This design comes from an exercise in tuning for small area, a short achievable clock period and few clock cycles per item on the open sky130 flow, not from production work.
At most, simulation tests tie the RTL to the original design; equivalence was not proved.

==> flow/design.v <==
module full_adder (
  input  in1,
  input  in2,
  input  cin,
  output sum,
  output cout
);
  assign sum  = in1 ^ in2 ^ cin;
  assign cout = (in1 & in2) | (in1 & cin) | (in2 & cin);
endmodule
module ripple_carry_adder #(
  parameter BUS_WIDTH = 32
) (
  input                  add_sub_b,
  input                  sign,
  input  [BUS_WIDTH-1:0] in1,
  input  [BUS_WIDTH-1:0] in2,
  output [BUS_WIDTH-1:0] out,
  output                 z,
  output                 n,
  output                 c,
  output                 v
);
  wire [BUS_WIDTH:0] carry;
  assign carry[0] = add_sub_b;
  assign z        = ~(|out);
  assign n        = (sign) ? out[BUS_WIDTH-1] : 1'b0;
  assign c        = carry[BUS_WIDTH];
  assign v        = (sign) ? carry[BUS_WIDTH] ^ carry[BUS_WIDTH-1] : 1'b0;
  genvar i;
  generate
    for (i = 0; i < BUS_WIDTH; i = i + 1) begin : rca_slice
      full_adder fa (
        .cin (carry[i]),
        .in1 (in1[i]),
        .in2 (in2[i] ^ add_sub_b),
        .sum (out[i]),
        .cout(carry[i+1])
      );
    end
  endgenerate
endmodule
module restoring_divider #(
  parameter DIV_WIDTH = 16
) (
  input                      clk,
  input                      rst_n,
  input                      start,
  input                      sign,
  input      [DIV_WIDTH-1:0] in1,
  input      [DIV_WIDTH-1:0] in2,
  output     [DIV_WIDTH-1:0] q,
  output     [DIV_WIDTH-1:0] r,
  output reg                 ready
);
  reg  [15:0] d_reg;      
  reg         aneg, bneg;
  reg  [15:0] r_reg;      
  reg  [15:0] a_reg;      
  reg  [4:0]  cnt;        
  reg         run, fix;
  reg         f_reg;      
  wire qneg = aneg ^ bneg;
  wire [19:0] x4 = {r_reg, a_reg[15:12]};
  reg  [15:0] tmask;      
  integer j;
  always @(*) begin
    for (j = 0; j < 16; j = j + 1)
      tmask[j] = ~|(d_reg >> (j + 1));
  end
  wire hi_set  = |x4[19:16] | |(x4[15:0] & tmask);
  wire lo_ones = &(x4[15:0] | tmask);
  wire skip    = ~hi_set & ~lo_ones & ~cnt[4] & ~(cnt[3] & cnt[2] & (cnt[1] | cnt[0]));
  wire [16:0] x   = {r_reg, a_reg[15]};
  wire [17:0] z   = {1'b0, x} + {2'b11, ~d_reg} + {17'd0, ~bneg};
  wire        qb  = ~z[17];
  wire [4:0]  cnt_n = cnt + (skip ? 5'd4 : 5'd1);
  wire        z_ones = &z[16:0];
  wire        sp  = aneg & f_reg;
  always @(posedge clk) begin
    d_reg <= in2 ^ {16{sign & in2[15]}};
    aneg  <= sign & in1[15];
    bneg  <= sign & in2[15];
    if (!rst_n) begin
      ready <= 1'b1;
      run   <= 1'b0;
      fix   <= 1'b0;
    end else if (ready) begin
      if (start) begin
        ready <= 1'b0;
        run   <= 1'b1;
        cnt   <= 5'd0;
        r_reg <= 16'd0;
        a_reg <= in1 ^ {16{sign & in1[15]}};
      end
    end else if (run) begin
      if (skip) begin
        r_reg <= x4[15:0];
        a_reg <= {a_reg[11:0], {4{qneg}}};
        f_reg <= 1'b0;
      end else begin
        r_reg <= qb ? z[15:0] : x[15:0];
        a_reg <= {a_reg[14:0], qb ^ qneg};
        f_reg <= z_ones | (f_reg & x[0]);
      end
      cnt <= cnt_n;
      if (cnt_n[4]) begin
        run   <= 1'b0;
        fix   <= aneg | bneg;
        ready <= ~(aneg | bneg);
      end
    end else if (fix) begin
      if (aneg) r_reg <= sp ? 16'd0 : ~r_reg;
      a_reg <= a_reg + {15'd0, sp ^ qneg};
      fix   <= 1'b0;
      ready <= 1'b1;
    end
  end
  assign q = a_reg;
  assign r = r_reg;
endmodule
clock: 15.0 ns
lec_check: 0
cap_margin: 20
core_margin: 2
core_utilization: 40
slew_margin: 20
standard.sh (not shown) runs the stock make flow with config.mk's settings and CLKGATE_MAP_FILE= SYNTH_SCRIPT=/design/flow/synth_recipe.tcl, a recipe that flattens the netlist after the stock synthesis.
==> flow/flow/run.sh <==
#!/bin/bash
# Standard ORFS layout (the standard.sh, standard synthesis), with two
# layout choices: plain buf_1 cells as the port buffers, and timing repair
# aiming for 10.7 ns of setup slack (a tighter target than the 15 ns clock
# needs). The SDC and clock period are unchanged. make's output goes to
# flow_make.log; each ORFS step keeps its own log under orfs/logs.
set -uo pipefail
bash standard.sh "BUFFER_PORTS_ARGS=-buffer_cell sky130_fd_sc_hd__buf_1" SETUP_SLACK_MARGIN=10.7  finish > flow_make.log 2>&1
Testbench counts at the start, summed over its fixed seeds: cycles 18,830, items 1,600.
Then changed:
--- a/flow/design.v
+++ b/flow/design.v
@@ -57,9 +57,10 @@
   reg         aneg, bneg;
   reg  [15:0] r_reg;      
   reg  [15:0] a_reg;      
-  reg  [4:0]  cnt;        
-  reg         run, fix;
+  reg  [3:0]  cnt;        
+  reg         run, fix;   
   reg         f_reg;      
+  wire idle = ~run & ~fix;
   wire qneg = aneg ^ bneg;
   wire [19:0] x4 = {r_reg, a_reg[15:12]};
   reg  [15:0] tmask;      
@@ -70,13 +71,15 @@
   end
   wire hi_set  = |x4[19:16] | |(x4[15:0] & tmask);
   wire lo_ones = &(x4[15:0] | tmask);
-  wire skip    = ~hi_set & ~lo_ones & ~cnt[4] & ~(cnt[3] & cnt[2] & (cnt[1] | cnt[0]));
+  wire cnt_le12 = ~(cnt[3] & cnt[2] & (cnt[1] | cnt[0]));
+  wire skip    = ~hi_set & ~lo_ones & cnt_le12;
+  wire done    = skip ? (cnt == 4'd12) : (cnt == 4'd15);
   wire [16:0] x   = {r_reg, a_reg[15]};
   wire [17:0] z   = {1'b0, x} + {2'b11, ~d_reg} + {17'd0, ~bneg};
   wire        qb  = ~z[17];
-  wire [4:0]  cnt_n = cnt + (skip ? 5'd4 : 5'd1);
   wire        z_ones = &z[16:0];
   wire        sp  = aneg & f_reg;
+  wire        needfix = aneg | bneg;
   always @(posedge clk) begin
     d_reg <= in2 ^ {16{sign & in2[15]}};
     aneg  <= sign & in1[15];
@@ -85,11 +88,11 @@
       ready <= 1'b1;
       run   <= 1'b0;
       fix   <= 1'b0;
-    end else if (ready) begin
+    end else if (idle) begin
       if (start) begin
         ready <= 1'b0;
         run   <= 1'b1;
-        cnt   <= 5'd0;
+        cnt   <= 4'd0;
         r_reg <= 16'd0;
         a_reg <= in1 ^ {16{sign & in1[15]}};
       end
@@ -98,18 +101,19 @@
         r_reg <= x4[15:0];
         a_reg <= {a_reg[11:0], {4{qneg}}};
         f_reg <= 1'b0;
+        cnt   <= cnt + 4'd4;
       end else begin
         r_reg <= qb ? z[15:0] : x[15:0];
         a_reg <= {a_reg[14:0], qb ^ qneg};
         f_reg <= z_ones | (f_reg & x[0]);
+        cnt   <= cnt + 4'd1;
       end
-      cnt <= cnt_n;
-      if (cnt_n[4]) begin
+      if (done) begin
         run   <= 1'b0;
-        fix   <= aneg | bneg;
-        ready <= ~(aneg | bneg);
+        fix   <= needfix;
+        ready <= ~needfix;
       end
-    end else if (fix) begin
+    end else begin
       if (aneg) r_reg <= sp ? 16'd0 : ~r_reg;
       a_reg <= a_reg + {15'd0, sp ^ qneg};
       fix   <= 1'b0;
After rerunning: The new run completed without violations. Sequential share of layout area went down by 2.1 points. Routed wire length went down by 3.9%. Non-clock buffer count went up by 2. Maximum frequency went up by 0.93%. Utilization went down by 0.11 points. Sequential cell count went down by 1. Design area went up by 4.7%. Cell count went up by 8.6%.
Only the layout flow was run in the second run of this note; the RTL was not checked for function there.

[static timing again, ports no longer ideal]
No port has a modelled driver above. Below, the same layouts with a new extraction and two added sets of constraints. Step 1: set_driving_cell puts a clkbuf_16 on clk and a buf_2 on each other input, an assumption about the parent block. Step 2 adds t to the input delays and takes it off the output delays; t is the mean of the earliest and latest rising clock arrival at the registers after step 1. Input paths then give back, and output paths get back, about the clock's delay inside the block. a / b / c = ideal / step 1 / step 2; a / b = the first two.
run	shift t [ns]	slack for setup (ns)	latest minus earliest clock arrival (ns)
the first run	0.386	10.810 / 10.776 / 10.707	0.008 / 0.009
the second run	0.373	10.849 / 10.817 / 10.526	0.013 / 0.013
After both steps setup and hold are still met in every run listed. For the second run, which loses most, drivers alone change the setup slack by -0.032 ns; drivers and shift together by -0.323 ns.
